From an optimization exercise on the open Yosys and OpenROAD flow, aimed at small area; shortcuts taken in it are not production practice.
Function was checked by simulation only, so behaviour that the tests miss may differ from the original.

==> design.v <==
module MAC (
  input  wire        clk    ,
  input  wire        rst    ,
  input  wire [ 7:0] a_in   ,
  input  wire [ 7:0] w_in   ,
  input  wire [23:0] sum_in ,
  output reg  [23:0] sum_out,
  output wire [ 7:0] a_out  ,
  output wire [ 7:0] w_out
);
  reg [7:0] a_reg, w_reg;
  wire [23:0] sum    ;
  wire [15:0] product;
  assign product = a_reg * w_reg;
  assign sum     = sum_in + product;
  assign a_out   = a_reg;
  assign w_out   = w_reg;
  always @(posedge clk) begin
    a_reg   <= a_in;
    w_reg   <= w_in;
    sum_out <= sum;
  end
endmodule
module Quantization (
  input  wire [23:0] data_in ,
  output wire [ 7:0] data_out
);
  assign data_out = data_in < 255 ? data_in : 255;
endmodule
module Activation (
  input  wire [7:0] data_in ,
  input  wire [7:0] thresh  ,
  output wire [7:0] data_out
);
  assign data_out = data_in < thresh ? 0 : data_in;
endmodule
module Array #(parameter N = 4) (
  input  wire       clk          ,
  input  wire       rst          ,
  input  wire       start        ,
  input  wire [8*N-1:0] a_in    ,
  input  wire [8*N-1:0] w_in    ,
  output wire [8*N-1:0] y_out   ,
  output wire       ready        ,
  output wire       done
);
  wire [ 7:0] mac_a_in   [0:N-1][0:N-1];
  wire [ 7:0] mac_w_in   [0:N-1][0:N-1];
  wire [23:0] mac_sum_in [0:N-1][0:N-1];
  wire [23:0] mac_sum_out[0:N-1][0:N-1];
  wire [ 7:0] mac_a_out  [0:N-1][0:N-1];
  wire [ 7:0] mac_w_out  [0:N-1][0:N-1];
  wire [7:0] quantization[0:N-1];
  wire [7:0] activation  [0:N-1];
  parameter IDLE         = 2'b00;
  parameter LOAD_WEIGHTS = 2'b01;
  parameter COMPUTE      = 2'b10;
  parameter DONE         = 2'b11;
  reg [ 1:0] state, next_state;
  reg [31:0] counter;
  always @(posedge clk or posedge rst) begin
    if (rst) begin
      state <= IDLE;
    end else begin
      state <= next_state;
    end
  end
  always @(*) begin
    case (state)
      IDLE : begin
        next_state <= start ? LOAD_WEIGHTS : IDLE;
      end
      LOAD_WEIGHTS : begin
        next_state <= counter == N-1 ? COMPUTE : LOAD_WEIGHTS;
      end
      COMPUTE : begin
        next_state <= counter == 4*N-1 ? DONE : COMPUTE;
      end
      DONE : begin
        next_state <= IDLE;
      end
      default : next_state <= IDLE;
    endcase
  end
  assign ready = state == IDLE;
  assign done  = state == DONE;
  always @(posedge clk or posedge rst) begin
    if (rst) begin
      counter <= 0;
    end else begin
      if (state == IDLE) begin
        counter <= 0;
      end else begin
        counter <= counter + 1;
      end
    end
  end
  generate
    for (genvar i = 0; i < N; i = i + 1) begin
      for (genvar j = 0; j < N; j = j + 1) begin
        MAC mac_i_j (
          .clk(clk),
          .rst(rst),
          .a_in(mac_a_in[i][j]),
          .w_in(mac_w_in[i][j]),
          .sum_in(mac_sum_in[i][j]),
          .sum_out(mac_sum_out[i][j]),
          .a_out(mac_a_out[i][j]),
          .w_out(mac_w_out[i][j])
        );
        if (j != N-1) begin
          assign mac_a_in[i][j+1] = mac_a_out[i][j];
        end
        if (i != N-1) begin
          assign mac_sum_in[i+1][j] = mac_sum_out[i][j];
        end
        if (i > 0)
          assign mac_w_in[i][j] = state == LOAD_WEIGHTS ? mac_w_out[i-1][j] : mac_w_out[i][j];
      end
      assign mac_sum_in[0][i] = 0;
      assign mac_a_in[i][0]   = a_in[8*i+:8];
      assign mac_w_in[0][i]   = state == LOAD_WEIGHTS ? w_in[8*i+:8] : mac_w_out[0][i];
    end
  endgenerate
  generate
    for (genvar i = 0; i < N; i = i + 1) begin
      Quantization quantization_i (
        .data_in(mac_sum_out[N-1][i]),
        .data_out(quantization[i])
      );
      Activation activation_i (
        .data_in (quantization[i]),
        .thresh  (10             ),
        .data_out(activation[i]  )
      );
      assign y_out[8*i+:8] = activation[i];
    end
  endgenerate
endmodule
module top #(parameter N = 4) (
  input  wire           clk  ,
  input  wire           rst  ,
  input  wire           start,
  input  wire [8*N-1:0] a_in ,
  input  wire [8*N-1:0] w_in ,
  output wire [8*N-1:0] y_out,
  output wire           ready,
  output wire           done
);
  Array #(.N(N)) dut (
    .clk  (clk  ),
    .rst  (rst  ),
    .start(start),
    .a_in (a_in ),
    .w_in (w_in ),
    .y_out(y_out),
    .ready(ready),
    .done (done )
  );
endmodule
==> run.sh <==
#!/bin/bash
# synth_recipe.tcl (not shown) runs the flow's synth.tcl, then flattens the netlist and writes it again
# the make line also repeats each setting of config.mk as NAME=value (left out here)
make -C /OpenROAD-flow-scripts/flow DESIGN_CONFIG=/design/flow/config.mk WORK_HOME=/design/flow/orfs CLKGATE_MAP_FILE= SYNTH_SCRIPT=/design/flow/synth_recipe.tcl finish
==> config.mk <==
export PLATFORM = sky130hd
export DESIGN_NAME = top
export DESIGN_NICKNAME = top
export VERILOG_FILES = /design/flow/design.v
export SDC_FILE = /design/flow/constraint.sdc
export NUM_CORES = 4
export LEC_CHECK = 0
export CAP_MARGIN = 20
export CORE_MARGIN = 2
export CORE_UTILIZATION = 40
export SLEW_MARGIN = 20
==> constraint.sdc <==
create_clock -name core_clock -period 5.0 [get_ports {clk}]
set_input_delay 1.0000 -clock core_clock [delete_from_list [all_inputs] [get_ports {clk}]]
set_output_delay 1.0000 -clock core_clock [all_outputs]
set_load 0.01 [all_outputs]
==> results.txt <==
WL final=between 100000 and 150000 µm; max FFs per register=280; setup slack, reg-to-reg=about 0.26 ns; Ys Warns=2; Synth Instances=5533; CP required=5.57 ns; proportion of layout cells with a drive suffix above 1=0.0309; cts repair resizes=0; hold depth=0; Chip Width=370 µm; Worst Hold Launch=dut.genblk1[3].genblk1[2].mac_i_j.a_reg[5]; vias in the first global route=between 30000 and 40000; Max clock buf depth=3; crit path time final=between 4 and 5 ns; most area-consuming cells after synthesis=fa_1, dfxtp_1, ha_1, inv_1, and2_1; Via Count=between 30000 and 40000; Starting Density=0.402; CTS tree=built; Post-Synthesis Net Count=between 6000 and 7000; Mapped Area=roughly 0.054 mm²; sequential share of the synthesized area=0.240; critical path, cell by cell=and2_1 -> fa_1 -> inv_1 -> fa_1 -> inv_1 -> fa_1 -> inv_1 -> fa_1 -> inv_1 -> ha_1 -> o21ai_1 -> nand2b_1 -> a31o_2 -> a311o_1 -> a21o_1 -> a21oi_2 -> xnor2_1; Hold EP=dut.genblk1[3].genblk1[3].mac_i_j.a_reg[5]; diode count=0; row count=134; Final Core Density=0.446; headroom to the max-slew limit=0.422; FFs w/ async S/R, synth=0.0596; TritonRoute pass-1 iters=5; CP arrival=about 5.3 ns; register bit total from synthesis=570; RSZ-0062 raised after global routing=no; Vert. Die Dim=370 µm; crit-path max FO=8; global-route wire length before repair=180000 µm; measured slew at the worst slew-check pin=~0.87 ns; crit-path leading delay family=adder cells; Post-CTS Repair Setup Buffers=0; largest net degree at the start of global routing=130; drt wl/cell=~14 µm; CP Capture Type=flip-flop; Worst-path clk slew=around 0.06 ns; TritonCTS Buffers=74; CP max-delay cell=fa_1; Fin. Hold Viols=0; RD Place Congestion=a little over 0.8; total congestion overflow=0; Worst Path Buf+Inv=4; final worst path period share=0.947; Final Max Slew Viols=0; Final Skew=about 0.028 ns; top cell type's share of synthesized area=0.279; Post-synth EDFFs=between 100 and 150; Sink Count=570; R2R Path End=dut.genblk1[3].genblk1[2].mac_i_j.sum_out[16]; residual DRC count=0; Setup TNS=0 ns; max-cap viol count=0; Root Driver=clkbuf_16; core area=approximately 0.13 mm²; I/O Pins=just over 100; Total GRT Usage=0.157; highest clock rate=between 200 and 250 MHz; Setup crit start kind=flip-flop; initial antenna violation count=1; IO buf count=100; post-route ant nets=0; dpl hpwl=83300 µm; routed vias/inst=~4.6; final setup fails=0; CTS H-tree lvls=3; Clk Latency, worst-skew pair=around 0.67 ns; Worst path max stage delay=between 0.5 and 0.6 ns; path depth of the worst reg2reg path=17; Area Growth Syn to Fin=11.0%; 1st-iter DRT viols=~1400; outcome=finished clean; R2R Path Start=dut.genblk1[3].genblk1[2].mac_i_j.w_reg[2]; Yosys top cell by area=fa_1; critical path class=reg2reg; # nets final=7122; Top FF cell, synth=dfxtp_1; synth unique cells=76; Syn Area/Cell=just under 10 µm²; die area=0.137 mm²; Post-CTS Hold Buffers=0; Hold WC Path Type=reg2reg
==> synthesized netlist by cell type, types with 16 or more instances <==
master,instances
inv_1,1378
fa_1,748
and2_1,652
ha_1,613
nand2_1,488
dfxtp_1,408
nor2_1,145
a21oi_1,132
edfxtp_1,128
xnor2_1,122
o21ai_0,67
xor2_1,65
a21o_1,54
nor3_1,50
nor2b_1,37
nor4_1,36
dfrtp_1,34
nand2b_1,29
nand3_1,29
o21a_1,29
clkbuf_1,27
o21ai_1,26
o21bai_1,24
nand4_1,23
and3_1,18
a31oi_1,16
==> area by class of cell <==
type	count	area (µm²)
Multi-Input combinational cell	3557	35500
Timing Repair Buffer	113	1110
Inverter	1378	5170
Sequential cell	570	12900
Tap cell	1768	2210
Clock buffer	100	2200
Clock inverter	36	457
Fill cell	12800	73800
==> through the flow <==
step	hold WS, ns	cell area (µm²)	std cells	worst slack [ns]
after global routing	0.450	59500	7522	0.0504
after floorplan	0.329	53600	5533	0.575
after global placement	0.428	56800	7386	0.320
after detailed placement	0.441	56800	7386	0.287
final	0.443	59500	7522	0.265
after CTS	0.443	59500	7522	0.265
==> cell usage in the layout (no fill, tap or decap), types with 18 or more instances in the layout <==
master	count
a21o_1	54
a21oi_1	132
and2_1	652
and3_1	18
clkbuf_16	81
clkdlybuf4s50_1	100
dfrtp_1	34
dfxtp_1	408
edfxtp_1	128
fa_1	748
ha_1	613
inv_1	1378
nand2_1	488
nand2b_1	29
nand3_1	29
nand4_1	23
nor2_1	144
nor2b_1	36
nor3_1	50
nor4_1	36
o21a_1	29
o21ai_0	67
o21ai_1	26
o21bai_1	24
xnor2_1	122
xor2_1	65
==> logic make-up after synthesis <==
family	after synthesis	share of synthesized area
multiplexers	5	0.000957
flip-flops	570	0.240
buffers and inverters	1406	0.0985
AO/OA/AOI/OAI	453	0.0561
AND/OR/NAND/NOR	1551	0.152
XOR/XNOR	187	0.0305
adder cells (fa/ha/maj)	1361	0.422
==> metal layers <==
metal / routed length [µm] / global-route usage / share of wire / vias up
li1: - / - / - / 17300
met1: 50100 / 0.215 / 0.49 / 17000
met2: 46800 / 0.264 / 0.46 / 393
met4: 1880 / 0.0395 / 0.018 / 0
met5: 0 / 0 / 0 / -
met3: 3180 / 0.0198 / 0.031 / 121
==> worst max path at each step <==
stage                                                           from                                             to  cells after the start
after floorplan           dut.genblk1[3].genblk1[2].mac_i_j.w_reg[2]  dut.genblk1[3].genblk1[2].mac_i_j.sum_out[16]                     17
after global placement    dut.genblk1[3].genblk1[2].mac_i_j.w_reg[2]  dut.genblk1[3].genblk1[2].mac_i_j.sum_out[16]                     17
after detailed placement  dut.genblk1[3].genblk1[2].mac_i_j.w_reg[2]  dut.genblk1[3].genblk1[2].mac_i_j.sum_out[16]                     17
after CTS                 dut.genblk1[3].genblk1[2].mac_i_j.w_reg[2]  dut.genblk1[3].genblk1[2].mac_i_j.sum_out[16]                     17
after global routing      dut.genblk1[3].genblk1[2].mac_i_j.w_reg[2]  dut.genblk1[3].genblk1[2].mac_i_j.sum_out[17]                     17
final                     dut.genblk1[3].genblk1[2].mac_i_j.w_reg[2]  dut.genblk1[3].genblk1[2].mac_i_j.sum_out[16]                     17

## re-timing with driven ports
How much do the figures lean on ideal ports? The routed layout below was timed once more, with nothing changed but the port constraints. Step 1 (the two cells are an assumption about what drives the block):
set clk [get_ports {clk}]
set_driving_cell -lib_cell sky130_fd_sc_hd__clkbuf_16 $clk
set_driving_cell -lib_cell sky130_fd_sc_hd__buf_2 [delete_from_list [all_inputs] $clk]
Step 2 times the ports against the registers' clock, not the clock port: input delays grow and output delays shrink by t, the midpoint of the rising clock arrivals with the driver on. Three values: ideal ports, drivers, drivers and shift; two values: the first two.
t, ns: 0.722
setup WS [ns]: 0.265 / 0.265 / 0.265
latest minus earliest clock arrival (ns): 0.030 / 0.029
After both steps this run still meets setup and hold. For this run, drivers alone change the setup slack by 0.000 ns; drivers and shift together by 0.000 ns.
